This design comes from an exercise in tuning for small area on the open sky130 flow, not from production work.
RTL that was checked went through simulation tests only; none was proved equivalent to the original.
For runs 1 and 2, only the layout was checked, not whether the RTL still works.
Power is estimated from default activity; no workload was simulated.

==> flow/design.v <==
module key_debounce(
    input clk,
    input rst_n,
    input key,
    output reg ev
);
    localparam [5:0] S40 = 6'b101000;
    localparam [5:0] S1  = 6'b100000;
    reg key_d0;
    reg key_d1;
    reg key_filtered;
    reg [5:0] lfsr;
    wire hit = (lfsr == S1);
    always @(posedge clk or negedge rst_n) begin
        if (!rst_n) begin
            key_d0 <= 1'b1;
            key_d1 <= 1'b1;
            key_filtered <= 1'b1;
            lfsr <= 6'd0;
            ev <= 1'b0;
        end
        else begin
            key_d0 <= key;
            key_d1 <= key_d0;
            lfsr <= (key_d1 != key_d0) ? S40 : {lfsr[4:0], lfsr[5] ^ lfsr[4]};
            if (hit)
                key_filtered <= key_d1;
            ev <= hit & key_filtered & ~key_d1;
        end
    end
endmodule
module cnt2time(
    input clk,
    input rst_n,
    input in_tuning,
    input in_atuning,
    input [8:0] eh,
    input [5:0] em,
    input [5:0] es,
    output reg [17:0] abs_c,
    output reg [17:0] abs_a
);
    wire hi = ~eh[8] & (|eh[7:5]);
    wire lo = eh[8] & ~(&eh[7:5]);
    wire [5:0] hc = hi ? 6'd31 : lo ? 6'd32 : eh[5:0];
    wire [17:0] ec = {hc, em, es};
    always @(posedge clk or negedge rst_n) begin
        if (!rst_n) begin
            abs_c <= 18'd0;
            abs_a <= 18'd0;
        end
        else begin
            if (in_tuning) abs_c <= ec;
            if (in_atuning) abs_a <= ec;
        end
    end
endmodule
module alarm(
    input [16:0] x,
    input [17:0] a,
    input sub,
    output [16:0] r,
    output bad
);
    wire [6:0] ts = {1'b0, x[5:0]} + {1'b0, a[5:0] ^ {6{sub}}} + {6'd0, sub};
    wire add_ovf_s = ts[6] | (&ts[5:2]);
    wire fix_s = sub ? ~ts[6] : add_ovf_s;
    wire cin_m = sub ? ts[6] : add_ovf_s;
    wire [3:0] us = ts[5:2] + (fix_s ? {sub, sub, sub, 1'b1} : 4'd0);
    wire [6:0] tm = {1'b0, x[11:6]} + {1'b0, a[11:6] ^ {6{sub}}} + {6'd0, cin_m};
    wire add_ovf_m = tm[6] | (&tm[5:2]);
    wire fix_m = sub ? ~tm[6] : add_ovf_m;
    wire cin_h = sub ? tm[6] : add_ovf_m;
    wire [3:0] um = tm[5:2] + (fix_m ? {sub, sub, sub, 1'b1} : 4'd0);
    wire [7:0] rh = {3'd0, x[16:12]} + ({{2{a[17]}}, a[17:12]} ^ {8{sub}}) + {7'd0, cin_h};
    assign r = {rh[4:0], um, tm[1:0], us, ts[1:0]};
    assign bad = rh[7] | (rh[6:0] > 7'd24) | ((rh[6:0] == 7'd24) & (|{um, tm[1:0], us, ts[1:0]}));
endmodule
module count(
    input clk,
    input rst_n,
    input tick,              
    input run,
    input in_tuning,
    input in_atuning,
    input k_confirm,
    input e_neg,             
    input [17:0] abs_c,      
    input [17:0] abs_a,      
    output reg [16:0] cnt_j,
    output reg [16:0] cnt_alm,
    output reg reach
);
    localparam [16:0] MIDNIGHT = {5'd24, 6'd0, 6'd0};
    reg [16:0] cnt_i;
    reg [16:0] cnt_tmp;
    wire [16:0] x = ({17{in_tuning}} & cnt_i) | ({17{in_atuning}} & cnt_tmp);
    wire [17:0] a = ({18{in_tuning}} & abs_c) | ({18{in_atuning}} & abs_a);
    wire [16:0] r;
    wire bad;
    alarm u_add (.x(x), .a(a), .sub(e_neg ^ a[17]), .r(r), .bad(bad));
    wire cs = (cnt_i[5:0] == 6'd59);
    wire cm = cs & (cnt_i[11:6] == 6'd59);
    wire [16:0] cnt_inc = {cm ? cnt_i[16:12] + 5'd1 : cnt_i[16:12],
                           cs ? (cm ? 6'd0 : cnt_i[11:6] + 6'd1) : cnt_i[11:6],
                           cs ? 6'd0 : cnt_i[5:0] + 6'd1};
    wire at_mid = (cnt_i[16:12] == 5'd24);
    always @(posedge clk or negedge rst_n) begin
        if (!rst_n) begin
            cnt_i <= 17'd0;
            cnt_j <= 17'd0;
            cnt_tmp <= MIDNIGHT;
            cnt_alm <= MIDNIGHT;
            reach <= 1'b0;
        end
        else begin
            if (in_tuning && k_confirm)
                cnt_i <= cnt_j;
            else if (tick) begin
                if (at_mid)
                    cnt_i <= 17'd0;
                else if (run)
                    cnt_i <= cnt_inc;
            end
            if (!in_tuning)
                cnt_j <= cnt_i;
            else if (!bad)
                cnt_j <= r;
            if (!in_atuning)
                cnt_alm <= cnt_tmp;
            else
                cnt_alm <= bad ? MIDNIGHT : r;
            if (in_atuning && k_confirm)
                cnt_tmp <= cnt_alm;
            reach <= (cnt_j == cnt_alm);
        end
    end
endmodule
module tune_offset(
    input clk,
    input rst_n,
    input active,            
    input [1:0] tune,        
    input k_left,
    input k_right,
    output reg [8:0] eh,
    output reg [5:0] em,
    output reg [5:0] es
);
    wire [11:0] ms = {em, es};
    wire h_m146 = (eh == 9'h16e);    
    wire h_m145 = (eh == 9'h16f);    
    wire h_144  = (eh == 9'd144);
    wire h_145  = (eh == 9'd145);
    reg hold_l;
    reg hold_r;
    always @(*) begin
        case (tune)
            2'd3: begin
                hold_l = h_m146 | (h_m145 & (ms <= {6'd21, 6'd52}));    
                hold_r = h_145 | (h_144 & (ms >= {6'd38, 6'd9}));       
            end
            2'd2: begin
                hold_l = h_m146 & (ms <= {6'd22, 6'd52});               
                hold_r = h_145 & (ms >= {6'd37, 6'd9});                 
            end
            default: begin
                hold_l = h_m146 & (ms <= {6'd21, 6'd53});               
                hold_r = h_145 & (ms >= {6'd38, 6'd8});                 
            end
        endcase
    end
    wire step = (k_left & ~hold_l) | (k_right & ~hold_r);
    wire up = k_right;
    wire s_step = (tune == 2'd1);
    wire s_wrap = up ? (es == 6'd59) : (es == 6'd0);
    wire m_step = (tune == 2'd2) | (s_step & s_wrap);
    wire m_wrap = up ? (em == 6'd59) : (em == 6'd0);
    wire h_step = (tune == 2'd3) | (m_step & m_wrap);
    wire [5:0] es_n = s_wrap ? {~up, ~up, ~up, 1'b0, ~up, ~up} : es + {{5{~up}}, 1'b1};
    wire [5:0] em_n = m_wrap ? {~up, ~up, ~up, 1'b0, ~up, ~up} : em + {{5{~up}}, 1'b1};
    wire [8:0] eh_n = eh + {{8{~up}}, 1'b1};
    always @(posedge clk or negedge rst_n) begin
        if (!rst_n) begin
            eh <= 9'd0;
            em <= 6'd0;
            es <= 6'd0;
        end
        else if (!active || tune == 2'd0) begin
            eh <= 9'd0;
            em <= 6'd0;
            es <= 6'd0;
        end
        else if (step) begin
            if (s_step) es <= es_n;
            if (m_step) em <= em_n;
            if (h_step) eh <= eh_n;
        end
    end
endmodule
module sys_status_mgr(
    input clk,
    input rst_n,
    input [3:0] ev,
    input reach,
    output reg [2:0] st,
    output reg [2:0] st_nx,
    output reg [1:0] tune,
    output reg run
);
    localparam [2:0] S_INIT        = 3'd0;
    localparam [2:0] S_NORM        = 3'd1;
    localparam [2:0] S_TUNESEL     = 3'd2;
    localparam [2:0] S_TUNING      = 3'd3;
    localparam [2:0] S_TUNEALARM   = 3'd4;
    localparam [2:0] S_ALARMTUNING = 3'd5;
    localparam [2:0] S_ALARMING    = 3'd6;
    wire k_cancel  = (ev == 4'b0001);
    wire k_left    = (ev == 4'b0010);
    wire k_right   = (ev == 4'b0100);
    wire k_confirm = (ev == 4'b1000);
    wire k_any     = |ev;
    always @(*) begin
        st_nx = st;
        case (st)
            S_INIT:        if (!k_any) st_nx = S_NORM;
            S_NORM:        if (k_confirm) st_nx = S_TUNESEL;
                           else if (k_cancel) st_nx = S_TUNEALARM;
                           else if (reach) st_nx = S_ALARMING;
            S_TUNESEL:     if (k_cancel) st_nx = S_NORM;
                           else if (k_confirm) st_nx = S_TUNING;
            S_TUNING:      if (k_cancel | k_confirm) st_nx = S_TUNESEL;
            S_TUNEALARM:   if (k_confirm) st_nx = S_ALARMTUNING;
                           else if (k_cancel) st_nx = S_NORM;
            S_ALARMTUNING: if (k_cancel | k_confirm) st_nx = S_TUNEALARM;
            S_ALARMING:    if (k_any) st_nx = S_NORM;
            default:       st_nx = S_NORM;
        endcase
    end
    always @(posedge clk or negedge rst_n) begin
        if (!rst_n) begin
            st <= S_INIT;
            tune <= 2'd0;
            run <= 1'b0;
        end
        else begin
            st <= st_nx;
            if (st == S_TUNESEL || st == S_TUNEALARM) begin
                case (tune)
                    2'd0: tune <= 2'd1;
                    2'd1: if (k_left) tune <= 2'd2; else if (k_right) tune <= 2'd3;
                    2'd2: if (k_left) tune <= 2'd3; else if (k_right) tune <= 2'd1;
                    default: if (k_left) tune <= 2'd1; else if (k_right) tune <= 2'd2;
                endcase
            end
            else if (!(st == S_TUNING || st == S_ALARMTUNING))
                tune <= 2'd0;
            case (st)
                S_INIT, S_TUNESEL, S_TUNING: run <= 1'b0;
                S_NORM, S_TUNEALARM, S_ALARMTUNING, S_ALARMING: run <= 1'b1;
                default: run <= run;
            endcase
        end
    end
endmodule
module binary2bcd(
    input clk,
    input rst_n,
    output tick,             
    output p43,              
    output p0,               
    output rot,              
    output reg blink         
);
    localparam [3:0] C11_LAST  = 4'b0111;       
    localparam [6:0] C125_LAST = 7'b1110000;    
    localparam [4:0] L30       = 5'b10000;      
    reg [1:0] c4;
    reg [3:0] c11;
    reg [6:0] c125;
    reg [4:0] l31;
    wire c11_last = (c11 == C11_LAST);
    wire c125_last = (c125 == C125_LAST);
    assign tick = (c4 == 2'd0) && (c125 == 7'd1);
    assign p43  = (c4 == 2'd3) && c11_last;
    assign p0   = (c4 == 2'd0) && (c11 == 4'd1);
    assign rot  = (c4 == 2'd1);
    always @(posedge clk or negedge rst_n) begin
        if (!rst_n) begin
            c4 <= 2'd0;
            c11 <= 4'd1;
            c125 <= 7'd1;
            l31 <= 5'b00001;
            blink <= 1'b0;
        end
        else begin
            c4 <= c4 + 2'd1;
            c11 <= c11_last ? 4'd1 : {c11[2:0], c11[3] ^ c11[2]};
            c125 <= c125_last ? 7'd1 : {c125[5:0], c125[6] ^ c125[5]};
            l31 <= {l31[3:0], l31[4] ^ l31[2]};
            if (c4[0] && l31 == L30)
                blink <= ~blink;
        end
    end
endmodule
module seg_led(
    input clk,
    input rst_n,
    input p43,
    input p0,
    input rot,
    input alarm_next,
    input [16:0] cnt_j,
    input [16:0] cnt_alm,
    output reg [5:0] seg_sel,
    output [7:0] seg_led
);
    reg [16:0] samp;
    reg [16:0] disp;
    reg [3:0] dig;
    reg dot;
    wire [4:0] jh = (cnt_j[16:12] == 5'd24) ? 5'd0 : cnt_j[16:12];
    wire [16:0] v = alarm_next ? cnt_alm : {jh, cnt_j[11:0]};
    wire sel_s = ~seg_sel[0] | ~seg_sel[1];
    wire sel_m = ~seg_sel[2] | ~seg_sel[3];
    wire sel_h = ~seg_sel[4] | ~seg_sel[5];
    wire sel_tens = ~seg_sel[1] | ~seg_sel[3] | ~seg_sel[5];
    wire [5:0] fld = ({6{sel_s}} & disp[5:0]) | ({6{sel_m}} & disp[11:6]) | ({6{sel_h}} & {1'b0, disp[16:12]});
    wire [3:0] digit = sel_tens ? fld / 6'd10 : fld % 6'd10;
    wire started = ~(&seg_sel);      
    reg [6:0] pat;
    always @(*) begin
        case (dig)
            4'd0: pat = 7'b1000000;
            4'd1: pat = 7'b1111001;
            4'd2: pat = 7'b0100100;
            4'd3: pat = 7'b0110000;
            4'd4: pat = 7'b0011001;
            4'd5: pat = 7'b0010010;
            4'd6: pat = 7'b0000010;
            4'd7: pat = 7'b1111000;
            4'd8: pat = 7'b0000000;
            4'd9: pat = 7'b0010000;
            default: pat = 7'b1111111;
        endcase
    end
    assign seg_led = {dot, pat};
    always @(posedge clk or negedge rst_n) begin
        if (!rst_n) begin
            samp <= 17'd0;
            disp <= 17'd0;
            seg_sel <= 6'b111111;
            dig <= 4'hf;
            dot <= 1'b1;
        end
        else begin
            if (p43) begin
                samp <= v;
                disp <= samp;
            end
            if (rot)
                seg_sel <= {seg_sel[4:0], seg_sel[5] & started};
            if (!(p0 && started)) begin
                dig <= digit;
                dot <= seg_sel[2] & seg_sel[4];
            end
        end
    end
endmodule
module led_ctrl(
    input clk,
    input rst_n,
    input [2:0] st,
    input [1:0] tune,
    input blink,
    output reg [3:0] leds
);
    always @(posedge clk or negedge rst_n) begin
        if (!rst_n) begin
            leds <= 4'b0001;
        end
        else begin
            case (st)
                3'd0: leds <= 4'b0001;
                3'd1: leds <= 4'b0010;
                3'd2, 3'd4: begin
                    case (tune)
                        2'd1: leds <= 4'b1100;
                        2'd2: leds <= 4'b1010;
                        2'd3: leds <= 4'b1001;
                        default: leds <= 4'b1000;
                    endcase
                end
                3'd3, 3'd5: leds <= 4'b1111;
                3'd6: leds <= blink ? 4'b1100 : 4'b0011;
                default: leds <= leds;
            endcase
        end
    end
endmodule
module seg_led_top(
    input sys_clk,
    input sys_rst_n,
    input [3:0] keys,
    output [3:0] leds,
    output [5:0] seg_sel,
    output [7:0] seg_led
);
    wire clk = sys_clk;
    wire rst_n = sys_rst_n;
    wire [3:0] ev;
    key_debounce u_key0 (.clk(clk), .rst_n(rst_n), .key(keys[0]), .ev(ev[0]));
    key_debounce u_key1 (.clk(clk), .rst_n(rst_n), .key(keys[1]), .ev(ev[1]));
    key_debounce u_key2 (.clk(clk), .rst_n(rst_n), .key(keys[2]), .ev(ev[2]));
    key_debounce u_key3 (.clk(clk), .rst_n(rst_n), .key(keys[3]), .ev(ev[3]));
    wire k_left    = (ev == 4'b0010);
    wire k_right   = (ev == 4'b0100);
    wire k_confirm = (ev == 4'b1000);
    wire [2:0] st;
    wire [2:0] st_nx;
    wire [1:0] tune;
    wire run;
    wire reach;
    sys_status_mgr u_status (
        .clk(clk), .rst_n(rst_n), .ev(ev), .reach(reach),
        .st(st), .st_nx(st_nx), .tune(tune), .run(run)
    );
    wire in_tuning  = (st == 3'd3);
    wire in_atuning = (st == 3'd5);
    wire tick, p43, p0, rot, blink;
    binary2bcd u_time_base (
        .clk(clk), .rst_n(rst_n),
        .tick(tick), .p43(p43), .p0(p0), .rot(rot), .blink(blink)
    );
    wire [8:0] eh;
    wire [5:0] em;
    wire [5:0] es;
    tune_offset u_offset (
        .clk(clk), .rst_n(rst_n), .active(in_tuning | in_atuning), .tune(tune),
        .k_left(k_left), .k_right(k_right),
        .eh(eh), .em(em), .es(es)
    );
    wire [17:0] abs_c;
    wire [17:0] abs_a;
    cnt2time u_offsets (
        .clk(clk), .rst_n(rst_n), .in_tuning(in_tuning), .in_atuning(in_atuning),
        .eh(eh), .em(em), .es(es),
        .abs_c(abs_c), .abs_a(abs_a)
    );
    wire [16:0] cnt_j;
    wire [16:0] cnt_alm;
    count u_count (
        .clk(clk), .rst_n(rst_n), .tick(tick), .run(run),
        .in_tuning(in_tuning), .in_atuning(in_atuning), .k_confirm(k_confirm),
        .e_neg(eh[8]), .abs_c(abs_c), .abs_a(abs_a),
        .cnt_j(cnt_j), .cnt_alm(cnt_alm), .reach(reach)
    );
    seg_led u_display (
        .clk(clk), .rst_n(rst_n), .p43(p43), .p0(p0), .rot(rot),
        .alarm_next(st_nx == 3'd4 || st_nx == 3'd5),
        .cnt_j(cnt_j), .cnt_alm(cnt_alm),
        .seg_sel(seg_sel), .seg_led(seg_led)
    );
    led_ctrl u_leds (
        .clk(clk), .rst_n(rst_n), .st(st), .tune(tune), .blink(blink),
        .leds(leds)
    );
endmodule
==> flow/run.sh <==
#!/bin/bash
# synth_recipe.tcl (not shown) runs the flow's synth.tcl, then flattens the netlist and writes it again
# the make line also repeats each setting of config.mk as NAME=value (left out here)
make -C /OpenROAD-flow-scripts/flow DESIGN_CONFIG=/design/flow/config.mk WORK_HOME=/design/flow/orfs CLKGATE_MAP_FILE= SYNTH_SCRIPT=/design/flow/synth_recipe.tcl finish
==> flow/config.mk <==
export PLATFORM = sky130hd
export DESIGN_NAME = seg_led_top
export DESIGN_NICKNAME = seg_led_top
export VERILOG_FILES = /design/flow/design.v
export SDC_FILE = /design/flow/constraint.sdc
export NUM_CORES = 4
export LEC_CHECK = 0
export CAP_MARGIN = 20
export CORE_MARGIN = 2
export CORE_UTILIZATION = 40
export CTS_BUF_LIST = sky130_fd_sc_hd__clkbuf_16
export CTS_CLUSTER_DIAMETER = 100
export CTS_CLUSTER_SIZE = 24
export SLEW_MARGIN = 20
==> flow/constraint.sdc <==
create_clock -name core_clock -period 20.0 [get_ports {sys_clk}]
set_input_delay 4.0000 -clock core_clock [delete_from_list [all_inputs] [get_ports {sys_clk}]]
set_output_delay 4.0000 -clock core_clock [all_outputs]
set_load 0.01 [all_outputs]
==> results_dict.tcl, run 1 <==
set metrics [dict create \
    gr-total-overflow 0 \
    arrival_ns 9.02 \
    rows 67 \
    critical_path_class "register to register" \
    hold_violations 0 \
    via_per_inst 5.488 \
    fp.dieW_um 187.4 \
    hpwl_mm 22.37 \
    slew_headroom_pct 35.18 \
    antenna_left 0 \
    root_buffer "clkbuf_16" \
    drt_pass1_iterations 5 \
    slowest_delay_ns 0.87 \
    synthTopCellsByArea "dfrtp_1 39%, dfstp_2 6.1%, ha_1 5.2%" \
    clk_latency_ns 0.50 \
    yosysWarnings 8 \
    cap_violations 0 \
    multi_input_area_sq_um 6927 \
    cts.clk_slew.worst_paths_ns 0.10 \
    numPortBuffers 23 \
    cts_max_level 1 \
    antenna_found_initial 0 \
    yosysSeqAreaShare_pct 44.94 \
    required_ns 20.42 \
    end_kind "register" \
    cts_buffer_depth 3 \
    syn_inst 1385 \
    min_path_type "register to register" \
    clock-sinks 240 \
    gp_congestion 0.8610 \
    vias 10015 \
    drt_iter0_markers 716 \
    dpl.cell_count 1800 \
    cpMostUsedCell "fa_1" \
    leakagePower_nw 6.517 \
    setup_viol 0 \
    grt_setup_unrepaired "false" \
    synth_top_cell_by_area "dfrtp_1" \
    cts_tree "built" \
    drv_slew 0 \
    finalHoldWorstSlack_ns 0.3686 \
    power_density_nw_per_um2 117.2 \
    fp.coreArea_sq_um 33280 \
    wl_per_cell_um 17.16 \
    layout-drive-gt1-share_pct 10.09 \
    synth_edf_count 0 \
    routed_wl_mm 31.32 \
    dieArea_sq_um 35110 \
    cts_buffers 14 \
    post-route-period-util_pct 42.98 \
    antennaDiodeCount 0 \
    grt_pass1_vias 9660 \
    initial_core_util_pct 40.42 \
    grt_max_degree 98 \
    synth_area_sq_um 13450 \
    synth_top_cell_area_share_pct 38.88 \
    cts_setup_buffers 0 \
    grt_pass1_wl_mm 52.14 \
    tightest_slew_ns 0.9658 \
    seq_area_sq_um 6045 \
    synth.distinct_cells 87 \
    period_needed_ns 8.596 \
    synth-seq-cells 240 \
    async_reset_ff_share_pct 100.0 \
    die-height_um 187.4 \
    drc 0 \
    synth_area_per_cell_sq_um 9.711 \
    final_cells 1825 \
    hold_buffers 0 \
    setup_tns_ns 0 \
    fin_skew_ns 0.03138 \
    status "finished clean" \
    n_fill_cell 3241 \
    cp_max_fo 27 \
    finish.utilization_pct 43.57 \
    synth_nets 1457 \
    ios 24 \
    ir_drop_v 0.00009350 \
    ctsResizeCount 0 \
    worstSetupStartpointType "register" \
    crit_slowest_cell "dfrtp_1" \
    syn2layout_area_growth_pct 7.795 \
    grt_usage_pct 18.03 \
    layout.nets 1441 \
    synthFlopType "dfrtp_1" \
    fmax_mhz 116.3 \
]
## layer usage
metal | up-vias | wire [um] | track usage, %
met5 | - | 0 | 0
met1 | 4911 | 14640 | 25.81
li1 | 4876 | - | -
met2 | 193 | 14410 | 28.91
met3 | 35 | 1462 | 2.383
met4 | 0 | 802 | 4.664
## state kept, by name, summed over array words and instances, names as in the netlist, 3 cells and up
signal,cells
u_offsets.abs_a,18
u_offsets.abs_c,18
u_count.cnt_alm,17
u_count.cnt_i,17
u_count.cnt_j,17
u_count.cnt_tmp,17
u_display.disp,17
u_display.samp,17
u_offset.eh,9
u_time_base.c125,7
u_display.seg_sel,6
u_key0.lfsr,6
u_key1.lfsr,6
u_key2.lfsr,6
u_key3.lfsr,6
u_offset.em,6
u_offset.es,6
u_time_base.l31,5
u_display.dig,4
u_leds.leds,4
u_time_base.c11,4
u_status.st,3
## critical path, delay by kind of cell, from the launching register on
family,cells,cell delay [ns]
AO/OA/AOI/OAI,9,1.75
adder cells (fa/ha/maj),5,2.09
flip-flops,1,0.87
XOR/XNOR,1,0.33
AND/OR/NAND/NOR,13,3.45
## power breakdown
part	internal, mW	switching, mW	leakage, nW
Sequential	0.569	0.101	3.17
Clock	0.140	0.169	0.233
Combinational	0.294	0.426	3.12
## cells in the mapped netlist (6+ instances only)
library cell and number:
a211oi_1 7, mux2_2 46, nor3b_1 10, a22oi_1 21, o21ai_0 103, a221oi_1 6, a21oi_1 72, or3_1 7
o211ai_1 9, nor4_1 10, o22a_1 6, nand3_1 32, a31oi_1 12, and3_1 8, o31ai_1 6, o21ai_1 12
and2_1 17, clkbuf_1 55, nor2_1 70, dfstp_2 31, nand2b_1 13, o21a_1 9, nor3_1 21, o21bai_1 8
ha_1 56, fa_1 10, nand4_1 8, xnor2_1 50, xor2_1 20, inv_1 56, a22o_1 24, or2_2 7
nor4b_1 8, dfrtp_1 209, nand2_1 186, a21boi_0 7, nor2b_1 21, mux2i_1 29, a21o_1 16
## cell families (layout without fill, tap and decap cells)
family          after synthesis  in the layout  share of synthesized area [%]
simple gates                444            444                          16.27
flops                       240            240                          44.94
xor+xnor                     71             71                          4.735
compound gates              364            364                          17.56
mux                          75             75                          6.009
buf+inv                     124            116                          3.712
fa+ha+maj                    67             67                          6.772
## metrics by stage
step / total power [mW] / worst slack [ns] / area (sq um)
finish: 1.699 / 11.40 / 14500
floorplan: 1.209 / 12.59 / 13450
detailed placement: 1.394 / 11.48 / 14060
global placement: 1.386 / 11.64 / 14060
global route: 1.833 / 10.71 / 14500
CTS: 1.710 / 11.40 / 14490
## final timing paths
kind	cells after the start	slack, ns	end	from
setup / recovery	28	11.40	u_count.cnt_alm[13]	u_status.st[2]
hold / removal	0	0.37	u_key0.key_d1	u_key0.key_d0
setup reg to reg	28	11.40	u_count.cnt_alm[13]	u_status.st[2]
hold reg to reg	0	0.37	u_key0.key_d1	u_key0.key_d0
max in group asynchronous	2	15.21	u_offsets.abs_a[0]	sys_rst_n
min in group asynchronous	1	3.51	u_time_base.c125[2]	sys_rst_n
## cell usage in the layout (no fill, tap or decap), drive strengths merged, types with 6 or more instances in the layout
| cell | instances |
|---|---|
| o21bai | 8 |
| nand2 | 186 |
| nor3 | 21 |
| a21o | 16 |
| dfrtp | 209 |
| nor3b | 10 |
| mux2 | 46 |
| clkbuf | 16 |
| nor2 | 72 |
| fa | 10 |
| a21boi | 8 |
| a31oi | 12 |
| a22o | 24 |
| mux2i | 29 |
| nand4 | 9 |
| xnor2 | 50 |
| o21a | 9 |
| nor2b | 21 |
| buf | 12 |
| o211ai | 9 |
| and3 | 8 |
| o21ai | 116 |
| nand3 | 32 |
| nand2b | 13 |
| a221oi | 6 |
| clkdlybuf4s50 | 22 |
| xor2 | 20 |
| a211oi | 7 |
| a21oi | 73 |
| dfstp | 31 |
| ha | 56 |
| or3 | 7 |
| nor4 | 10 |
| o31ai | 6 |
| o22a | 6 |
| or2 | 9 |
| inv | 65 |
| and2 | 18 |
| a22oi | 21 |
| nor4b | 8 |
## layout make-up
| class | instances | area share (%) |
|---|---|---|
| Sequential cell | 240 | 41.69 |
| Timing Repair Buffer | 35 | 2.252 |
| Tap cell | 448 | 3.866 |
| Inverter | 57 | 1.476 |
| Multi-Input combinational cell | 1021 | 47.77 |
| Clock buffer | 15 | 2.589 |
| Clock inverter | 9 | 0.3538 |
==> inputs of run 2 (changes only) <==
--- a/flow/design.v
+++ b/flow/design.v
@@ -312,22 +312,24 @@
     input alarm_next,
     input [16:0] cnt_j,
     input [16:0] cnt_alm,
-    output reg [5:0] seg_sel,
+    output [5:0] seg_sel,
     output [7:0] seg_led
 );
+    reg [2:0] cs;
+    assign seg_sel = {cs != 3'd5, cs != 3'd4, cs != 3'd3, cs != 3'd2, cs != 3'd1, cs != 3'd0};
     reg [16:0] samp;
     reg [16:0] disp;
     reg [3:0] dig;
     reg dot;
     wire [4:0] jh = (cnt_j[16:12] == 5'd24) ? 5'd0 : cnt_j[16:12];
     wire [16:0] v = alarm_next ? cnt_alm : {jh, cnt_j[11:0]};
-    wire sel_s = ~seg_sel[0] | ~seg_sel[1];
-    wire sel_m = ~seg_sel[2] | ~seg_sel[3];
-    wire sel_h = ~seg_sel[4] | ~seg_sel[5];
-    wire sel_tens = ~seg_sel[1] | ~seg_sel[3] | ~seg_sel[5];
+    wire sel_s = ~cs[2] & ~cs[1];
+    wire sel_m = ~cs[2] & cs[1];
+    wire sel_h = cs[2] & ~cs[1];
+    wire sel_tens = cs[0];
     wire [5:0] fld = ({6{sel_s}} & disp[5:0]) | ({6{sel_m}} & disp[11:6]) | ({6{sel_h}} & {1'b0, disp[16:12]});
     wire [3:0] digit = sel_tens ? fld / 6'd10 : fld % 6'd10;
-    wire started = ~(&seg_sel);      
+    wire started = ~(&cs);           
     reg [6:0] pat;
     always @(*) begin
         case (dig)
@@ -349,7 +351,7 @@
         if (!rst_n) begin
             samp <= 17'd0;
             disp <= 17'd0;
-            seg_sel <= 6'b111111;
+            cs <= 3'd7;
             dig <= 4'hf;
             dot <= 1'b1;
         end
@@ -359,10 +361,10 @@
                 disp <= samp;
             end
             if (rot)
-                seg_sel <= {seg_sel[4:0], seg_sel[5] & started};
+                cs <= (cs[2] & cs[0]) ? 3'd0 : cs + 3'd1;
             if (!(p0 && started)) begin
                 dig <= digit;
-                dot <= seg_sel[2] & seg_sel[4];
+                dot <= ~(cs == 3'd2 || cs == 3'd4);
             end
         end
     end
==> run 2 against run 1 <==
Total power is 33% lower. Maximum frequency decreased by 3.2%. Register-to-register slack got worse by 0.28 ns. Critical path depth increased by 2. Die area decreased by 0.52%. Wire length shrank 1.8%. Clock-buffer cell count shrank 2. Area after synthesis decreased by 0.53%.
==> results_dict.tcl, run 2 <==
set metrics [dict create \
    fp.coreArea_sq_um 32700 \
    synth_area_sq_um 13380 \
    yosysWarnings 8 \
    synth-seq-cells 237 \
    crit_slowest_cell "dfrtp_1" \
    power_density_nw_per_um2 79.23 \
    synth_top_cell_by_area "dfrtp_1" \
    layout.nets 1447 \
    grt_setup_unrepaired "false" \
    synthTopCellsByCount "209 x dfrtp_1, 184 x nand2_1, 115 x o21ai_0" \
    clock-sinks 237 \
    arrival_ns 9.30 \
    finalHoldWorstSlack_ns 0.3746 \
    hpwl_mm 22.11 \
    grt_max_degree 100 \
    gr-total-overflow 0 \
    finalInstanceArea_sq_um 14350 \
    synth_edf_count 0 \
    synth_area_per_cell_sq_um 9.646 \
    slowest_delay_ns 0.84 \
    ir_drop_v 0.00004766 \
    worstSetupStartpointType "register" \
    yosysMostFrequentCell "dfrtp_1" \
    hold_buffers 0 \
    fmax_mhz 112.6 \
    drt_pass1_iterations 5 \
    fin_skew_ns 0.02047 \
    antenna_left 0 \
    post-route-period-util_pct 44.40 \
    reg_top3 "u_offsets.abs_a x18, u_offsets.abs_c x18" \
    leakagePower_nw 6.422 \
    layout_commonest_cell "dfrtp_1" \
    gp_congestion 0.8719 \
    hold_violations 0 \
    dieArea_sq_um 34930 \
    cap_violations 0 \
    most-common-layout-cells "209 x dfrtp_1, 184 x nand2_1, 114 x o21ai_0, 86 x a21oi_1, 80 x nor2_1" \
    place_area_sq_um 13990 \
    root_buffer "clkbuf_16" \
    drc 0 \
    syn2layout_area_growth_pct 7.238 \
    setup_viol 0 \
    wl_per_cell_um 16.92 \
    status "finished clean" \
    n_fill_cell 3191 \
    cts.clk_slew.worst_paths_ns 0.10 \
    cts_buffers 13 \
    rows 66 \
    grt_usage_pct 17.65 \
    cts_setup_buffers 0 \
    critical_path_class "register to register" \
    cts_tree "built" \
    end_kind "register" \
    die-height_um 186.9 \
    synth_top_cell_area_share_pct 39.09 \
    finish.utilization_pct 43.87 \
    cts_max_level 1 \
    clk_latency_ns 0.49 \
    via_per_inst 5.416 \
    grt_pass1_wl_mm 51.06 \
    drv_slew 0 \
    tightest_slew_ns 1.112 \
    setup_tns_ns 0 \
    synthTopCellsByArea "dfrtp_1 39%, ha_1 5.8%, dfstp_2 5.5%" \
    fp.dieW_um 186.9 \
    ios 24 \
    initial_core_util_pct 40.91 \
    syn_inst 1387 \
    cts_buffer_depth 3 \
    period_needed_ns 8.880 \
    cp_max_fo 63 \
    antenna_found_initial 0 \
    synth.distinct_cells 83 \
    synthFlopType "dfrtp_1" \
    required_ns 20.42 \
    numPortBuffers 23 \
    slew_headroom_pct 25.12 \
    drt_iter0_markers 618 \
    yosysSeqAreaShare_pct 44.59 \
    ff2ff_setup_slack_ns 11.12 \
    min_path_type "register to register" \
    synth_nets 1465 \
    routed_wl_mm 30.74 \
    grt_pass1_vias 9467 \
    layout-drive-gt1-share_pct 8.873 \
    async_reset_ff_share_pct 100.0 \
    antennaDiodeCount 0 \
    ctsResizeCount 0 \
    vias 9840 \
]
-- run 2: cell families (layout without fill, tap and decap cells) --
logic type / Yosys count / after routing / share of synthesized area (%)
compound gates: 361 / 361 / 17.25
xor+xnor: 75 / 75 / 5.218
fa+ha+maj: 73 / 73 / 7.369
buf+inv: 124 / 112 / 3.610
flops: 237 / 237 / 44.59
mux: 79 / 79 / 6.294
simple gates: 438 / 438 / 15.66
-- run 2: worst paths after layout --
kind	cells past startpoint	from	end
max	30	u_status.st[2]	u_count.cnt_alm[14]
min	0	u_key1.key_d0	u_key1.key_d1
max reg2reg	30	u_status.st[2]	u_count.cnt_alm[14]
min reg2reg	0	u_key1.key_d0	u_key1.key_d1
max in group asynchronous	2	sys_rst_n	u_offsets.abs_c[2]
min in group asynchronous	1	sys_rst_n	u_display.disp[5]
-- run 2: metal layers --
| metal | track usage [%] | share of wire, % |
|---|---|---|
| met4 | 4.518 | 2.5 |
| met3 | 1.857 | 3.1 |
| met5 | 0 | 0 |
| met2 | 29.08 | 47 |
| met1 | 24.92 | 48 |
-- run 2: power by group --
group / internal, mW / switching [mW]
Clock: 0.120 / 0.157
Combinational: 0.104 / 0.180
Sequential: 0.524 / 0.0525
Total: 0.748 / 0.389
-- run 2: through the flow --
step	std cells	setup slack [ns]	power [mW]
2_1_floorplan	1387	12.75	0.7745
3_3_place_gp	1796	11.49	0.8652
3_5_place_dp	1796	11.23	0.8698
4_1_cts	1817	11.18	1.150
5_1_grt	1817	10.53	1.206
6_report	1817	11.12	1.137
-- run 2: area by class of cell --
cell class,count,area [sq um],area share [%]
Clock inverter,8,31.28,0.2180
Sequential cell,237,5966,41.58
Clock buffer,13,325.3,2.267
Tap cell,442,553.0,3.855
Multi-Input combinational cell,1026,6937,48.35
Timing Repair Buffer,35,325.3,2.267
Inverter,56,210.2,1.465
-- run 2: critical path: cells and delay by family (launching register included) --
family	cells	cell delay, ns
compound gates	13	3.14
simple gates	10	2.49
fa+ha+maj	4	1.52
flops	1	0.84
buf+inv	2	0.62
xor+xnor	1	0.19
==> inputs of run 3 (changes only) <==
--- a/flow/design.v
+++ b/flow/design.v
@@ -11,18 +11,18 @@
     reg key_filtered;
     reg [5:0] lfsr;
     wire hit = (lfsr == S1);
+    always @(posedge clk)
+        lfsr <= (key_d1 != key_d0) ? S40 : {lfsr[4:0], lfsr[5] ^ lfsr[4]};
     always @(posedge clk or negedge rst_n) begin
         if (!rst_n) begin
             key_d0 <= 1'b1;
             key_d1 <= 1'b1;
             key_filtered <= 1'b1;
-            lfsr <= 6'd0;
             ev <= 1'b0;
         end
         else begin
             key_d0 <= key;
             key_d1 <= key_d0;
-            lfsr <= (key_d1 != key_d0) ? S40 : {lfsr[4:0], lfsr[5] ^ lfsr[4]};
             if (hit)
                 key_filtered <= key_d1;
             ev <= hit & key_filtered & ~key_d1;
@@ -111,7 +111,6 @@
             cnt_j <= 17'd0;
             cnt_tmp <= MIDNIGHT;
             cnt_alm <= MIDNIGHT;
-            reach <= 1'b0;
         end
         else begin
             if (in_tuning && k_confirm)
@@ -132,9 +131,10 @@
                 cnt_alm <= bad ? MIDNIGHT : r;
             if (in_atuning && k_confirm)
                 cnt_tmp <= cnt_alm;
-            reach <= (cnt_j == cnt_alm);
         end
     end
+    always @(posedge clk)
+        reach <= (cnt_j == cnt_alm);
 endmodule
 module tune_offset(
     input clk,
@@ -180,13 +180,8 @@
     wire [5:0] es_n = s_wrap ? {~up, ~up, ~up, 1'b0, ~up, ~up} : es + {{5{~up}}, 1'b1};
     wire [5:0] em_n = m_wrap ? {~up, ~up, ~up, 1'b0, ~up, ~up} : em + {{5{~up}}, 1'b1};
     wire [8:0] eh_n = eh + {{8{~up}}, 1'b1};
-    always @(posedge clk or negedge rst_n) begin
-        if (!rst_n) begin
-            eh <= 9'd0;
-            em <= 6'd0;
-            es <= 6'd0;
-        end
-        else if (!active || tune == 2'd0) begin
+    always @(posedge clk) begin
+        if (!active || tune == 2'd0) begin
             eh <= 9'd0;
             em <= 6'd0;
             es <= 6'd0;
@@ -240,11 +235,18 @@
     always @(posedge clk or negedge rst_n) begin
         if (!rst_n) begin
             st <= S_INIT;
-            tune <= 2'd0;
             run <= 1'b0;
         end
         else begin
             st <= st_nx;
+            case (st)
+                S_INIT, S_TUNESEL, S_TUNING: run <= 1'b0;
+                S_NORM, S_TUNEALARM, S_ALARMTUNING, S_ALARMING: run <= 1'b1;
+                default: run <= run;
+            endcase
+        end
+    end
+    always @(posedge clk) begin
             if (st == S_TUNESEL || st == S_TUNEALARM) begin
                 case (tune)
                     2'd0: tune <= 2'd1;
@@ -255,12 +257,6 @@
             end
             else if (!(st == S_TUNING || st == S_ALARMTUNING))
                 tune <= 2'd0;
-            case (st)
-                S_INIT, S_TUNESEL, S_TUNING: run <= 1'b0;
-                S_NORM, S_TUNEALARM, S_ALARMTUNING, S_ALARMING: run <= 1'b1;
-                default: run <= run;
-            endcase
-        end
     end
 endmodule
 module binary2bcd(
--- a/flow/config.mk
+++ b/flow/config.mk
@@ -7,7 +7,7 @@
 export LEC_CHECK = 0
 export CAP_MARGIN = 20
 export CORE_MARGIN = 2
-export CORE_UTILIZATION = 40
+export CORE_UTILIZATION = 60
 export CTS_BUF_LIST = sky130_fd_sc_hd__clkbuf_16
 export CTS_CLUSTER_DIAMETER = 100
 export CTS_CLUSTER_SIZE = 24
==> run 3 against run 2 <==
Via count up 3.8%. Core utilization increased by 21 points. Clock-buffer cell count up 3. Synthesized cell count increased by 2.2%. Setup slack got worse by 0.013 ns. Combinational power grew 3%. Global-route usage up 8.9 points.
==> results_dict.tcl, run 3 <==
set metrics [dict create \
    p_switching_mw 0.3928 \
    worstSetupStartpointType "register" \
    slew_headroom_pct 27.87 \
    ctsResizeCount 0 \
    via_per_inst 6.070 \
    root_buffer "clkbuf_16" \
    power_frac_seq_pct 48.4 \
    min_path_type "register to register" \
    synthTopCellsByArea "dfrtp_1 30%, dfxtp_1 6.8%, ha_1 5.8%" \
    setup_viol 0 \
    drt_pass1_iterations 5 \
    yosysWarnings 8 \
    fin_skew_ns 0.01837 \
    hold_depth 0 \
    finish.utilization_pct 65.21 \
    cp_max_fo 49 \
    cts.clk_slew.worst_paths_ns 0.10 \
    end_kind "register" \
    synthFlopType "dfrtp_1" \
    met3_usage_pct 2.706 \
    clk_latency_ns 0.49 \
    fp.dieW_um 153.9 \
    antenna_found_initial 0 \
    ir_drop_v 0.00008317 \
    antenna_left 0 \
    grt_max_degree 122 \
    synth.distinct_cells 95 \
    critical_path_class "register to register" \
    routed_wl_mm 30.74 \
    required_ns 20.43 \
    synth_edf_count 2 \
    clock-sinks 237 \
    synthTopCellsByCount "188 x nand2_1, 161 x dfrtp_1, 109 x o21ai_0" \
    leakagePower_nw 6.494 \
    dieArea_sq_um 23690 \
    grt_pass1_vias 9774 \
    synth_top_cell_by_area "dfrtp_1" \
    antennaDiodeCount 0 \
    wl_per_cell_um 18.27 \
    switching_share_pct 33.67 \
    grt_usage_pct 26.56 \
    met1_usage_pct 38.48 \
    die-height_um 153.9 \
    hold_violations 0 \
    initial_core_util_pct 61.41 \
    rows 54 \
    arrival_ns 9.32 \
    fp.coreArea_sq_um 21960 \
    syn_inst 1417 \
    gr-total-overflow 0 \
    cap_violations 0 \
    setup_tns_ns 0 \
    rr_startpoint "u_status.st[2]" \
    period_needed_ns 8.892 \
    gp_congestion 0.8595 \
    most-common-layout-cells "188 x nand2_1, 161 x dfrtp_1, 109 x o21ai_0, 80 x nor2_1, 68 x a21oi_1" \
    grtUsageMet2_pct 43.22 \
    top_usage_layer "met2" \
    startpoint "u_status.st[2]" \
    synth_area_per_cell_sq_um 9.516 \
    cts_setup_buffers 0 \
    reg_top3 "u_offsets.abs_a x18, u_offsets.abs_c x18" \
    reg2reg_depth 25 \
    tightest_slew_ns 1.080 \
    synth-seq-cells 237 \
    post-route-period-util_pct 44.46 \
    cts_max_level 1 \
    p_clk_share_pct 26.5 \
    layout_commonest_cell "nand2_1" \
    syn2layout_area_growth_pct 6.189 \
    async_reset_ff_share_pct 79.75 \
    layout.nets 1472 \
    hold_buffers 0 \
    cts_tree "built" \
    grt_pass1_wl_mm 51.34 \
    vias 10210 \
    pwr-share-comb_pct 25.1 \
    fmax_mhz 112.5 \
    synth_area_sq_um 13480 \
    ios 24 \
    intPower_mw 0.7740 \
    numPortBuffers 23 \
    power.total_mw 1.167 \
    layout-drive-gt1-share_pct 9.415 \
    min-delay-start "u_time_base.l31[3]" \
    status "finished clean" \
    hpwl_mm 21.97 \
    power_density_nw_per_um2 81.49 \
    drt_iter0_markers 865 \
    drv_slew 0 \
    synth_nets 1495 \
    synth_top_cell_area_share_pct 29.88 \
    grt_setup_unrepaired "false" \
    yosysSeqAreaShare_pct 42.61 \
    cts_buffers 14 \
    drc 0 \
    yosysMostFrequentCell "nand2_1" \
    cts_buffer_depth 3 \
]
==> run 3: changes by cell type in the layout (fill, tap and decap cells not counted), sizes merged, moves of 6 or more <==
cell    change
a211oi      +6
a21oi      -17
and3b       +7
dfrtp      -48
dfxtp      +46
o211ai      +9
o21ai      -10
o311a       +8
==> run 3: stage by stage <==
step	instances	worst slack (ns)	hold WS, ns	instance area [sq um]
2_1_floorplan	1417	12.56	0.3466	13480
3_3_place_gp	1658	11.52	0.3616	13870
3_5_place_dp	1658	11.30	0.3607	13870
4_1_cts	1682	11.29	0.3788	14320
5_1_grt	1682	10.54	0.3846	14320
6_report	1682	11.11	0.3720	14320
==> run 3: path summary, 6_finish.rpt <==
path	slack [ns]	end
max	11.11	u_count.cnt_alm[14]
max in group asynchronous	14.89	u_count.cnt_alm[10]
min in group asynchronous	3.61	u_display.disp[12]
max reg2reg	11.11	u_count.cnt_alm[14]
min	0.37	u_time_base.l31[4]
min reg2reg	0.37	u_time_base.l31[4]
==> run 3: cell type report <==
type	count	area [sq um]
repair buffers	33	309.0
fillers	1810	7640
clock buffers	16	400.4
inverters	57	214.0
well taps	280	350.3
flip-flops and latches	237	5746
clock inverters	8	50.05
multi-input cells	1051	7249
==> run 3: worst max-delay path, stage by stage (launching register included) <==
cell      delay, ns
dfrtp_1        0.73
clkinv_1       0.47
nor2_4         0.19
buf_4          0.47
a22oi_1        0.20
xnor2_1        0.17
ha_1           0.37
nor2b_1        0.17
o31ai_1        0.39
a21boi_0       0.39
a41oi_1        0.22
fa_1           0.48
nor2b_4        0.13
o211ai_1       0.09
and3_1         0.16
a311oi_1       0.64
nor4_1         0.14
nand2b_1       0.20
fa_1           0.41
fa_1           0.41
a21o_1         0.19
a21oi_1        0.18
xor2_1         0.46
nor2_1         0.35
a211oi_2       0.95
a22o_1         0.25
==> run 3: cell families (layout without fill, tap and decap cells) <==
kind of cell / after synthesis / in the layout / synth area share [%]
XOR/XNOR: 78 / 78 / 5.168
AO/OA/AOI/OAI: 367 / 367 / 18.30
flip-flops: 237 / 237 / 42.61
adder cells (fa/ha/maj): 72 / 72 / 7.238
buffers and inverters: 129 / 114 / 3.795
multiplexers: 75 / 75 / 5.985
AND/OR/NAND/NOR: 459 / 459 / 16.91
==> run 3: metal layers <==
layer,routed length [um],vias to the layer above
met5,0,-
met4,776,0
met3,1429,50
met2,14240,224
met1,14290,4936
li1,-,5000
==> run 3: power groups by stage <==
stage,registers (mW),clock network [mW],logic [mW]
6_report,0.565,0.310,0.293
5_1_grt,0.571,0.334,0.324
4_1_cts,0.564,0.318,0.292
3_5_place_dp,0.573,0,0.291
3_3_place_gp,0.572,0,0.288
2_1_floorplan,0.549,0,0.230
==> inputs of run 4 (changes only) <==
--- a/flow/config.mk
+++ b/flow/config.mk
@@ -7,7 +7,7 @@
 export LEC_CHECK = 0
 export CAP_MARGIN = 20
 export CORE_MARGIN = 2
-export CORE_UTILIZATION = 60
+export CORE_UTILIZATION = 40
 export CTS_BUF_LIST = sky130_fd_sc_hd__clkbuf_16
 export CTS_CLUSTER_DIAMETER = 100
 export CTS_CLUSTER_SIZE = 24
==> run 4 against run 3 <==
Still clean. Flip-flop and latch count did not move. Synthesized cell count did not move. Clock-buffer cell count fell by 2. Maximum frequency rose by 1.8%. Via count rose by 0.43%. Hold slack got worse by 0.0032 ns. Die area rose by 49%. Core utilization fell by 22 points. Combinational power barely moved. Global-route usage fell by 8.3 points.
==> results_dict.tcl, run 4 <==
set metrics [dict create \
    via_per_inst 5.543 \
    synth_top_cell_by_area "dfrtp_1" \
    yosysWarnings 8 \
    synth.distinct_cells 95 \
    clock-sinks 237 \
    drv_slew 0 \
    synth_edf_count 2 \
    cts_buffers 14 \
    synthTopCellsByArea "dfrtp_1 30%, dfxtp_1 6.8%, ha_1 5.8%" \
    worstSetupStartpointType "register" \
    post-route-period-util_pct 43.67 \
    ir_drop_v 0.00006241 \
    yosysMostFrequentCell "nand2_1" \
    tightest_slew_ns 1.000 \
    numPortBuffers 23 \
    cap_violations 0 \
    grt_setup_unrepaired "false" \
    rows 67 \
    antenna_found_initial 0 \
    r2r_end "u_count.cnt_j[14]" \
    cp_max_fo 22 \
    clk_latency_ns 0.51 \
    gr-total-overflow 0 \
    dieArea_sq_um 35200 \
    min_to "u_key0.key_d1" \
    hold_violations 0 \
    hold_buffers 0 \
    setup_viol 0 \
    async_reset_ff_share_pct 79.75 \
    arrival_ns 9.15 \
    rr_startpoint "u_status.st[0]" \
    cts_setup_buffers 0 \
    grt_max_degree 109 \
    fp.coreArea_sq_um 33360 \
    gp_congestion 0.8456 \
    min-delay-start "u_key0.key_d0" \
    fp.dieW_um 187.6 \
    power_density_nw_per_um2 80.09 \
    slew_headroom_pct 33.33 \
    synth_area_per_cell_sq_um 9.516 \
    syn2layout_area_growth_pct 7.544 \
    power.total_mw 1.161 \
    synth_top_cell_area_share_pct 29.88 \
    cts_buffer_depth 3 \
    die-height_um 187.6 \
    setup_tns_ns 0 \
    synth_nets 1495 \
    layout-drive-gt1-share_pct 9.415 \
    hpwl_mm 23.04 \
    vias 10254 \
    period_needed_ns 8.733 \
    grt_usage_pct 18.27 \
    status "finished clean" \
    layout_commonest_cell "nand2_1" \
    routed_wl_mm 32.10 \
    ctsResizeCount 0 \
    antenna_left 0 \
    most-common-layout-cells "188 x nand2_1, 161 x dfrtp_1, 109 x o21ai_0, 80 x nor2_1, 68 x a21oi_1" \
    initial_core_util_pct 40.41 \
    wl_per_cell_um 17.35 \
    cts_max_level 1 \
    end_kind "register" \
    drc 0 \
    ff2ff_setup_slack_ns 11.27 \
    fmax_mhz 114.5 \
    syn_inst 1417 \
    finalInstanceArea_sq_um 14500 \
    hold_depth 0 \
    cts.clk_slew.worst_paths_ns 0.10 \
    drt_iter0_markers 689 \
    leakagePower_nw 6.472 \
    grt_pass1_vias 9898 \
    drt_pass1_iterations 5 \
    reg_top3 "u_offsets.abs_a x18, u_offsets.abs_c x18" \
    ios 24 \
    grt_pass1_wl_mm 53.03 \
    synthTopCellsByCount "188 x nand2_1, 161 x dfrtp_1, 109 x o21ai_0" \
    min_path_type "register to register" \
    yosysSeqAreaShare_pct 42.61 \
    synthFlopType "dfrtp_1" \
    cts_tree "built" \
    required_ns 20.42 \
    root_buffer "clkbuf_16" \
    antennaDiodeCount 0 \
    synth_area_sq_um 13480 \
    synth-seq-cells 237 \
    fin_skew_ns 0.03623 \
    layout.nets 1472 \
    place_area_sq_um 14080 \
    critical_path_class "register to register" \
    reg2reg_depth 25 \
]
==> run 4: how the worst max path moves through the flow <==
stage	endpoint	slack [ns]	startpoint
3_3_place_gp	u_count.cnt_alm[1]	11.53	u_status.st[0]
3_5_place_dp	u_count.cnt_j[14]	11.35	u_status.st[2]
5_1_grt	u_count.cnt_alm[10]	10.52	u_status.st[0]
2_1_floorplan	u_count.cnt_j[0]	12.56	u_status.st[1]
6_report	u_count.cnt_j[14]	11.27	u_status.st[0]
4_1_cts	u_count.cnt_j[14]	11.31	u_status.st[2]
==> run 4: final cells by class <==
cell class              instances  area, sq um
well taps                     448        560.5
inverters                      57        214.0
flip-flops and latches        237         5746
repair buffers                 33        312.8
multi-input cells            1051         7254
fillers                      3307        18860
clock buffers                  14        350.3
clock inverters                10        63.81
==> run 4: through the flow <==
step / setup WS [ns] / hold slack (ns) / instances / utilization [%]
5_1_grt: 10.52 / 0.3766 / 1850 / 43.46
3_5_place_dp: 11.35 / 0.3608 / 1826 / 42.21
4_1_cts: 11.31 / 0.3741 / 1850 / 43.45
3_3_place_gp: 11.53 / 0.3559 / 1826 / 42.20
6_report: 11.27 / 0.3689 / 1850 / 43.46
2_1_floorplan: 12.56 / 0.3466 / 1417 / -
==> run 4: routing by layer <==
layer  up-vias  track usage [%]  part of all wire [%]
li1       5005                -                     -
met1      4967            25.72                    47
met2       233            29.16                    45
met3        49            2.340                   4.6
met4         0            5.996                   3.2
met5         -                0                     0
==> run 4: cells by family (layout without fill, tap and decap cells) <==
logic type | count (synthesis) | in the layout | share of synthesized area, %
and+or+nand+nor | 459 | 459 | 16.91
AOI/OAI and AO/OA | 367 | 367 | 18.30
DFF | 237 | 237 | 42.61
buffers and inverters | 129 | 114 | 3.795
xor gates and xnor gates | 78 | 78 | 5.168
muxes | 75 | 75 | 5.985
adders and majority gates | 72 | 72 | 7.238
==> run 4: where the power goes <==
| group | internal, mW | total, mW | switching, mW |
|---|---|---|---|
| clock | 0.132 | 0.298 | 0.166 |
| combinational | 0.106 | 0.296 | 0.191 |
| sequential | 0.521 | 0.567 | 0.0458 |
==> run 4: critical path: stages, from the launching register on <==
cell	delay [ns]
dfrtp_1	0.79
nand4b_1	0.22
and3_4	0.25
nor2_2	0.73
xnor2_1	0.16
ha_1	0.37
nor2b_1	0.17
o31ai_1	0.38
a21boi_0	0.37
a41oi_1	0.20
fa_1	0.48
nor2b_4	0.13
o211ai_1	0.09
and3_1	0.16
a311oi_1	0.62
nor4_1	0.14
nand2b_1	0.20
fa_1	0.40
fa_1	0.52
or4_1	0.44
nor4_1	0.27
and2_2	0.26
or4b_1	0.45
a2bb2oi_1	0.40
o22ai_1	0.16
o31ai_1	0.26
==> inputs of run 5 (changes only) <==
--- a/flow/design.v
+++ b/flow/design.v
@@ -148,10 +148,12 @@
     output reg [5:0] es
 );
     wire [11:0] ms = {em, es};
-    wire h_m146 = (eh == 9'h16e);    
-    wire h_m145 = (eh == 9'h16f);    
-    wire h_144  = (eh == 9'd144);
-    wire h_145  = (eh == 9'd145);
+    wire h_neg_end = eh[8] & ~eh[7] & ~eh[4];    
+    wire h_pos_end = ~eh[8] & eh[7] & eh[4];     
+    wire h_m146 = h_neg_end & ~eh[0];
+    wire h_m145 = h_neg_end & eh[0];
+    wire h_144  = h_pos_end & ~eh[0];
+    wire h_145  = h_pos_end & eh[0];
     reg hold_l;
     reg hold_r;
     always @(*) begin
@@ -170,27 +172,28 @@
             end
         endcase
     end
-    wire step = (k_left & ~hold_l) | (k_right & ~hold_r);
     wire up = k_right;
-    wire s_step = (tune == 2'd1);
+    wire go = (k_left & ~hold_l) | (k_right & ~hold_r);
+    wire clr = ~active | (tune == 2'd0);
+    wire [5:0] ts = es ^ {6{~up}};
+    wire [5:0] tm = em ^ {6{~up}};
+    wire [8:0] th = eh ^ {9{~up}};
+    wire [5:0] fs = {&ts[4:0], &ts[3:0], &ts[2:0], &ts[1:0], ts[0], 1'b1};
+    wire [5:0] fm = {&tm[4:0], &tm[3:0], &tm[2:0], &tm[1:0], tm[0], 1'b1};
+    wire [8:0] fh = {&th[7:0], &th[6:0], &th[5:0], &th[4:0], &th[3:0], &th[2:0], &th[1:0], th[0], 1'b1};
     wire s_wrap = up ? (es == 6'd59) : (es == 6'd0);
-    wire m_step = (tune == 2'd2) | (s_step & s_wrap);
     wire m_wrap = up ? (em == 6'd59) : (em == 6'd0);
+    wire [5:0] wrap_val = {~up, ~up, ~up, 1'b0, ~up, ~up};
+    wire s_step = (tune == 2'd1);
+    wire m_step = (tune == 2'd2) | (s_step & s_wrap);
     wire h_step = (tune == 2'd3) | (m_step & m_wrap);
-    wire [5:0] es_n = s_wrap ? {~up, ~up, ~up, 1'b0, ~up, ~up} : es + {{5{~up}}, 1'b1};
-    wire [5:0] em_n = m_wrap ? {~up, ~up, ~up, 1'b0, ~up, ~up} : em + {{5{~up}}, 1'b1};
-    wire [8:0] eh_n = eh + {{8{~up}}, 1'b1};
     always @(posedge clk) begin
-        if (!active || tune == 2'd0) begin
-            eh <= 9'd0;
-            em <= 6'd0;
-            es <= 6'd0;
-        end
-        else if (step) begin
-            if (s_step) es <= es_n;
-            if (m_step) em <= em_n;
-            if (h_step) eh <= eh_n;
-        end
+        if (clr) es <= 6'd0;
+        else if (go & s_step) es <= s_wrap ? wrap_val : es ^ fs;
+        if (clr) em <= 6'd0;
+        else if (go & m_step) em <= m_wrap ? wrap_val : em ^ fm;
+        if (clr) eh <= 9'd0;
+        else if (go & h_step) eh <= eh ^ fh;
     end
 endmodule
 module sys_status_mgr(
--- a/flow/config.mk
+++ b/flow/config.mk
@@ -5,10 +5,10 @@
 export SDC_FILE = /design/flow/constraint.sdc
 export NUM_CORES = 4
 export LEC_CHECK = 0
-export CAP_MARGIN = 20
+export CAP_MARGIN = 0
 export CORE_MARGIN = 2
 export CORE_UTILIZATION = 40
 export CTS_BUF_LIST = sky130_fd_sc_hd__clkbuf_16
 export CTS_CLUSTER_DIAMETER = 100
 export CTS_CLUSTER_SIZE = 24
-export SLEW_MARGIN = 20
+export SLEW_MARGIN = 0
==> run 5 against run 4 <==
Still clean. Flip-flop and latch count stayed put. Core utilization hardly changed. Register-to-register slack worse by 0.39 ns.
==> results_dict.tcl, run 5 <==
set metrics [dict create \
    ir_drop_v 0.00007731 \
    fp.coreArea_sq_um 31640 \
    drt_iter0_markers 658 \
    synth_top_cell_by_area "dfrtp_1" \
    syn2layout_area_growth_pct 6.953 \
    antenna_left 0 \
    cpMostUsedCell "fa_1" \
    synth.distinct_cells 87 \
    fin_skew_ns 0.02796 \
    cts_buffers 13 \
    slowest_delay_ns 0.87 \
    numPortBuffers 23 \
    root_buffer "clkbuf_16" \
    min_path_type "register to register" \
    drv_slew 0 \
    routed_wl_mm 29.35 \
    hold_violations 0 \
    slew_headroom_pct 28.56 \
    cap_violations 0 \
    clock-sinks 237 \
    ctsResizeCount 0 \
    syn_inst 1366 \
    synth_edf_count 2 \
    crit_slowest_cell "dfrtp_1" \
    die-height_um 183.3 \
    path_buf_inv 1 \
    synth_top_cell_area_share_pct 31.31 \
    layout-drive-gt1-share_pct 9.414 \
    end_kind "register" \
    required_ns 20.41 \
    fp.dieW_um 183.3 \
    synth_nets 1426 \
    gp_congestion 0.8744 \
    cts_setup_buffers 0 \
    setup_viol 0 \
    vias 9615 \
    reg_top3 "u_offsets.abs_a x18, u_offsets.abs_c x18" \
    synth-seq-cells 237 \
    rows 65 \
    grt_setup_unrepaired "false" \
    clk_latency_ns 0.49 \
    critical_path_class "register to register" \
    multi_input_area_sq_um 6689 \
    grt_pass1_vias 9175 \
    wl_per_cell_um 16.76 \
    ios 24 \
    hold_buffers 0 \
    period_needed_ns 9.121 \
    yosysWarnings 8 \
    status "finished clean" \
    post-route-period-util_pct 45.60 \
    seq_area_sq_um 5746 \
    power_density_nw_per_um2 82.30 \
    cts_buffer_depth 3 \
    synthFlopType "dfrtp_1" \
    arrival_ns 9.53 \
    grt_max_degree 117 \
    worstSetupStartpointType "register" \
    gr-total-overflow 0 \
    setup_tns_ns 0 \
    dieArea_sq_um 33620 \
    antennaDiodeCount 0 \
    synth_area_sq_um 12870 \
    synthTopCellsByCount "202 x nand2_1, 161 x dfrtp_1, 108 x o21ai_0" \
    critPathTopFamily "simple AND/OR/NAND/NOR gates" \
    initial_core_util_pct 40.67 \
    cts.clk_slew.worst_paths_ns 0.09 \
    drc 0 \
    leakagePower_nw 5.878 \
    power.total_mw 1.133 \
    cts_max_level 1 \
    antenna_found_initial 0 \
    cp_max_fo 30 \
    yosysMostFrequentCell "nand2_1" \
    yosysSeqAreaShare_pct 44.66 \
    synthTopCellsByArea "dfrtp_1 31%, dfxtp_1 7.2%, nand2_1 5.9%" \
    drt_pass1_iterations 7 \
    cts_tree "built" \
    most-common-layout-cells "202 x nand2_1, 161 x dfrtp_1, 108 x o21ai_0, 83 x nor2_1, 74 x a21oi_1" \
    async_reset_ff_share_pct 79.75 \
    layout_commonest_cell "nand2_1" \
    via_per_inst 5.491 \
    synth_area_per_cell_sq_um 9.419 \
    fmax_mhz 109.6 \
    layout.nets 1403 \
    grt_usage_pct 17.99 \
    tightest_slew_ns 1.060 \
    hpwl_mm 20.75 \
    grt_pass1_wl_mm 49.16 \
    n_fill_cell 3153 \
]
[run 5: changes by cell type in the layout (fill, tap and decap cells not counted), sizes merged, moves of 8 or more]
| cell | previous run | this run |
|---|---|---|
| a211oi | 9 | 1 |
| a21o | 17 | 6 |
| a21oi | 70 | 78 |
| a22o | 30 | 22 |
| ha | 62 | 47 |
| inv | 60 | 49 |
| nand2 | 188 | 202 |
| o211ai | 12 | 4 |
| o311a | 9 | 1 |
| xnor2 | 51 | 43 |
[run 5: area by class of cell]
type                    count  share of cell area, %
flip-flops and latches    237                  41.75
multi-input cells        1016                  48.61
repair buffers             33                  2.246
clock inverters             8                 0.2273
clock buffers              13                  2.364
well taps                 402                  3.655
inverters                  42                  1.146
[run 5: stage by stage]
step                worst slack, ns  cells  hold WS [ns]  cell area [sq um]  utilization [%]
CTS                           10.91   1751        0.3770              13760            43.50
global placement              11.12   1730        0.3581              13400            42.37
detailed placement            10.90   1730        0.3575              13400            42.37
global route                  10.24   1751        0.3873              13760            43.50
floorplan                     11.87   1366        0.3466              12870                -
finish                        10.88   1751        0.3751              13760            43.50
[run 5: worst paths after layout]
kind / from / to / slack (ns) / depth (start not counted)
worst max-delay path: u_status.st[0] / u_count.cnt_alm[10] / 10.88 / 29
worst min-delay path: u_key2.key_d0 / u_key2.key_d1 / 0.38 / 0
worst max register to register: u_status.st[0] / u_count.cnt_alm[10] / 10.88 / 29
worst min register to register: u_key2.key_d0 / u_key2.key_d1 / 0.38 / 0
max in group asynchronous: sys_rst_n / u_offsets.abs_c[15] / 14.76 / 2
min in group asynchronous: sys_rst_n / u_display.samp[12] / 3.63 / 1
[run 5: power breakdown]
part | internal (mW) | total (mW) | leakage [nW] | switching [mW]
Sequential | 0.523 | 0.578 | 2.91 | 0.0549
Clock | 0.120 | 0.274 | 0.201 | 0.154
Combinational | 0.101 | 0.280 | 2.76 | 0.179
[run 5: cell families after synthesis]
group                      Yosys count  share of synthesized area, %
and+or+nand+nor                    492                         19.07
xor gates and xnor gates            73                         5.135
buffers and inverters              113                         3.491
muxes                               72                         6.000
adders and majority gates           55                         5.738
DFF                                237                         44.66
AOI/OAI and AO/OA                  324                         15.91
[run 5: layer usage]
| layer | vias to the layer above | wire length (um) | GRT usage, % |
|---|---|---|---|
| li1 | 4757 | - | - |
| met1 | 4646 | 13970 | 25.44 |
| met4 | 0 | 803 | 5.248 |
| met3 | 38 | 958 | 1.747 |
| met2 | 174 | 13620 | 29.39 |
| met5 | - | 0 | 0 |
==> inputs of run 6 (changes only) <==
--- a/flow/config.mk
+++ b/flow/config.mk
@@ -5,10 +5,10 @@
 export SDC_FILE = /design/flow/constraint.sdc
 export NUM_CORES = 4
 export LEC_CHECK = 0
-export CAP_MARGIN = 0
+export CAP_MARGIN = 20
 export CORE_MARGIN = 2
 export CORE_UTILIZATION = 40
 export CTS_BUF_LIST = sky130_fd_sc_hd__clkbuf_16
 export CTS_CLUSTER_DIAMETER = 100
 export CTS_CLUSTER_SIZE = 24
-export SLEW_MARGIN = 0
+export SLEW_MARGIN = 20
==> run 6 against run 5 <==
Global-route usage unchanged. First-iteration DRC count is the same. Combinational power hardly changed. Maximum frequency did not move. Area after synthesis is the same. Clock power about the same. Flip-flop and latch count unchanged. Critical path type unchanged. Synthesized cell count did not move. Non-clock buffer count unchanged. Design area stayed put.
==> results_dict.tcl, run 6 <==
set metrics [dict create \
    syn_inst 1366 \
    ctsResizeCount 0 \
    critical_path_class "register to register" \
    power_density_nw_per_um2 82.30 \
    cpMostUsedCell "fa_1" \
    period_needed_ns 9.121 \
    setup_viol 0 \
    hold_buffers 0 \
    rr_startpoint "u_status.st[0]" \
    synth_area_sq_um 12870 \
    synthTopCellsByArea "dfrtp_1 31%, dfxtp_1 7.2%, nand2_1 5.9%" \
    dpl.cell_count 1730 \
    finalHoldWorstSlack_ns 0.3751 \
    synth_edf_count 2 \
    cts_tree "built" \
    layout-drive-gt1-share_pct 9.414 \
    path_buf_inv 1 \
    fp.dieW_um 183.3 \
    grt_max_degree 117 \
    via_per_inst 5.491 \
    required_ns 20.41 \
    gp_congestion 0.8744 \
    synth-seq-cells 237 \
    min_to "u_key2.key_d1" \
    layout.nets 1403 \
    drt_pass1_iterations 7 \
    cts_buffer_depth 3 \
    slowest_delay_ns 0.87 \
    numPortBuffers 23 \
    tightest_slew_ns 1.060 \
    fin_skew_ns 0.02796 \
    ff2ff_setup_slack_ns 10.88 \
    synth_nets 1426 \
    cts_buffers 13 \
    synth_top_cell_by_area "dfrtp_1" \
    cts_max_level 1 \
    cp_max_fo 30 \
    routed_wl_mm 29.35 \
    clock-sinks 237 \
    critPathTopFamily "simple AND/OR/NAND/NOR gates" \
    drc 0 \
    antennaDiodeCount 0 \
    ios 24 \
    grt_usage_pct 17.99 \
    root_buffer "clkbuf_16" \
    arrival_ns 9.53 \
    r2r_end "u_count.cnt_alm[10]" \
    fp.coreArea_sq_um 31640 \
    yosysMostFrequentCell "nand2_1" \
    rows 65 \
    hpwl_mm 20.75 \
    cap_violations 0 \
    die-height_um 183.3 \
    slew_headroom_pct 28.56 \
    grt_pass1_wl_mm 49.16 \
    initial_core_util_pct 40.67 \
    final_cells 1751 \
    synth_top_cell_area_share_pct 31.31 \
    grt_setup_unrepaired "false" \
    fmax_mhz 109.6 \
    hold_depth 0 \
    syn2layout_area_growth_pct 6.953 \
    ir_drop_v 0.00007731 \
    gr-total-overflow 0 \
    worstSetupStartpointType "register" \
    min_path_type "register to register" \
    yosysSeqAreaShare_pct 44.66 \
    clk_latency_ns 0.49 \
    status "finished clean" \
    cts_setup_buffers 0 \
    antenna_found_initial 0 \
    most-common-layout-cells "202 x nand2_1, 161 x dfrtp_1, 108 x o21ai_0, 83 x nor2_1, 74 x a21oi_1" \
    layout_commonest_cell "nand2_1" \
    async_reset_ff_share_pct 79.75 \
    crit_slowest_cell "dfrtp_1" \
    synth.distinct_cells 87 \
    grt_pass1_vias 9175 \
    hold_violations 0 \
    yosysWarnings 8 \
    min-delay-start "u_key2.key_d0" \
    reg_top3 "u_offsets.abs_a x18, u_offsets.abs_c x18" \
    finish.utilization_pct 43.50 \
    synthTopCellsByCount "202 x nand2_1, 161 x dfrtp_1, 108 x o21ai_0" \
    end_kind "register" \
    antenna_left 0 \
    drt_iter0_markers 658 \
    reg2reg_depth 29 \
    cts.clk_slew.worst_paths_ns 0.09 \
    synthFlopType "dfrtp_1" \
    vias 9615 \
    drv_slew 0 \
    wl_per_cell_um 16.76 \
    leakagePower_nw 5.878 \
    post-route-period-util_pct 45.60 \
    synth_area_per_cell_sq_um 9.419 \
    dieArea_sq_um 33620 \
    setup_tns_ns 0 \
]
run 6: cells by family after synthesis:
logic type | Yosys count | share of synthesized area (%)
xor+xnor | 73 | 5.135
compound gates | 324 | 15.91
mux | 72 | 6.000
flops | 237 | 44.66
simple gates | 492 | 19.07
fa+ha+maj | 55 | 5.738
buf+inv | 113 | 3.491
run 6: how the worst max path moves through the flow:
stage              startpoint                  end  slack, ns  cells past startpoint
4_1_cts        u_status.st[0]  u_count.cnt_alm[10]      10.91                     29
5_1_grt        u_status.st[0]   u_count.cnt_alm[6]      10.24                     29
2_1_floorplan  u_status.st[2]     u_count.cnt_j[1]      11.87                     32
3_3_place_gp   u_status.st[0]   u_count.cnt_alm[6]      11.12                     29
6_report       u_status.st[0]  u_count.cnt_alm[10]      10.88                     29
3_5_place_dp   u_status.st[0]  u_count.cnt_alm[10]      10.90                     29
run 6: power by group:
| part | switching [mW] | internal (mW) | leakage [nW] |
|---|---|---|---|
| Clock | 0.154 | 0.120 | 0.201 |
| Combinational | 0.179 | 0.101 | 2.76 |
| Sequential | 0.0549 | 0.523 | 2.91 |
run 6: cell type report:
type / count / area [sq um]
flip-flops and latches: 237 / 5746
repair buffers: 33 / 309.0
clock inverters: 8 / 31.28
inverters: 42 / 157.7
clock buffers: 13 / 325.3
multi-input cells: 1016 / 6689
well taps: 402 / 503.0
fillers: 3153 / 17880
run 6: stage by stage:
step	cell area, sq um	setup WS (ns)	power, mW
after global routing	13760	10.24	1.202
after global placement	13400	11.12	0.8654
after floorplan	12870	11.87	0.7722
after detailed placement	13400	10.90	0.8686
after CTS	13760	10.91	1.146
final	13760	10.88	1.133
run 6: worst reg2reg max path, delay by kind of cell (launching register included):
kind	cells	cell delay, ns
compound gates	7	1.22
xor+xnor	1	0.21
fa+ha+maj	5	2.08
buf+inv	1	0.29
flops	1	0.87
simple gates	15	4.39
run 6: routing by layer:
layer | vias up | part of all wire, % | GRT usage [%]
met5 | - | 0 | 0
met4 | 0 | 2.7 | 5.248
met3 | 38 | 3.3 | 1.747
met2 | 174 | 46 | 29.39
met1 | 4646 | 48 | 25.44
li1 | 4757 | - | -

## re-timing with driven ports
The flow's constraints put no driver on any port. The routed layouts listed below were extracted and timed again, unchanged, in two steps. Step 1 assumes that a clkbuf_16 drives the clock port and a buf_2 every other input. Step 2, shift: input delay + t, output delay - t, t = (earliest + latest rising clock arrival at the registers) / 2. This alone moves slack from input paths to output paths. a / b / c = ideal / step 1 / step 2; a / b = the first two.
run | shift t [ns] | slack for setup (ns) | worst slew at a driven data input, ns | cell pins on the clock port's net
run 1 | 0.545 | 11.404 / 11.404 / 11.404 | 0.05 | 1
run 2 | 0.526 | 11.120 / 11.120 / 11.120 | 0.05 | 1
run 3 | 0.530 | 11.108 / 11.108 / 11.108 | 0.06 | 1
run 4 | 0.544 | 11.267 / 11.267 / 11.267 | 0.04 | 1
run 5 | 0.526 | 10.879 / 10.879 / 10.879 | 0.04 | 1
run 6 | 0.526 | 10.879 / 10.879 / 10.879 | 0.04 | 1
After both steps every run listed still meets setup and hold.
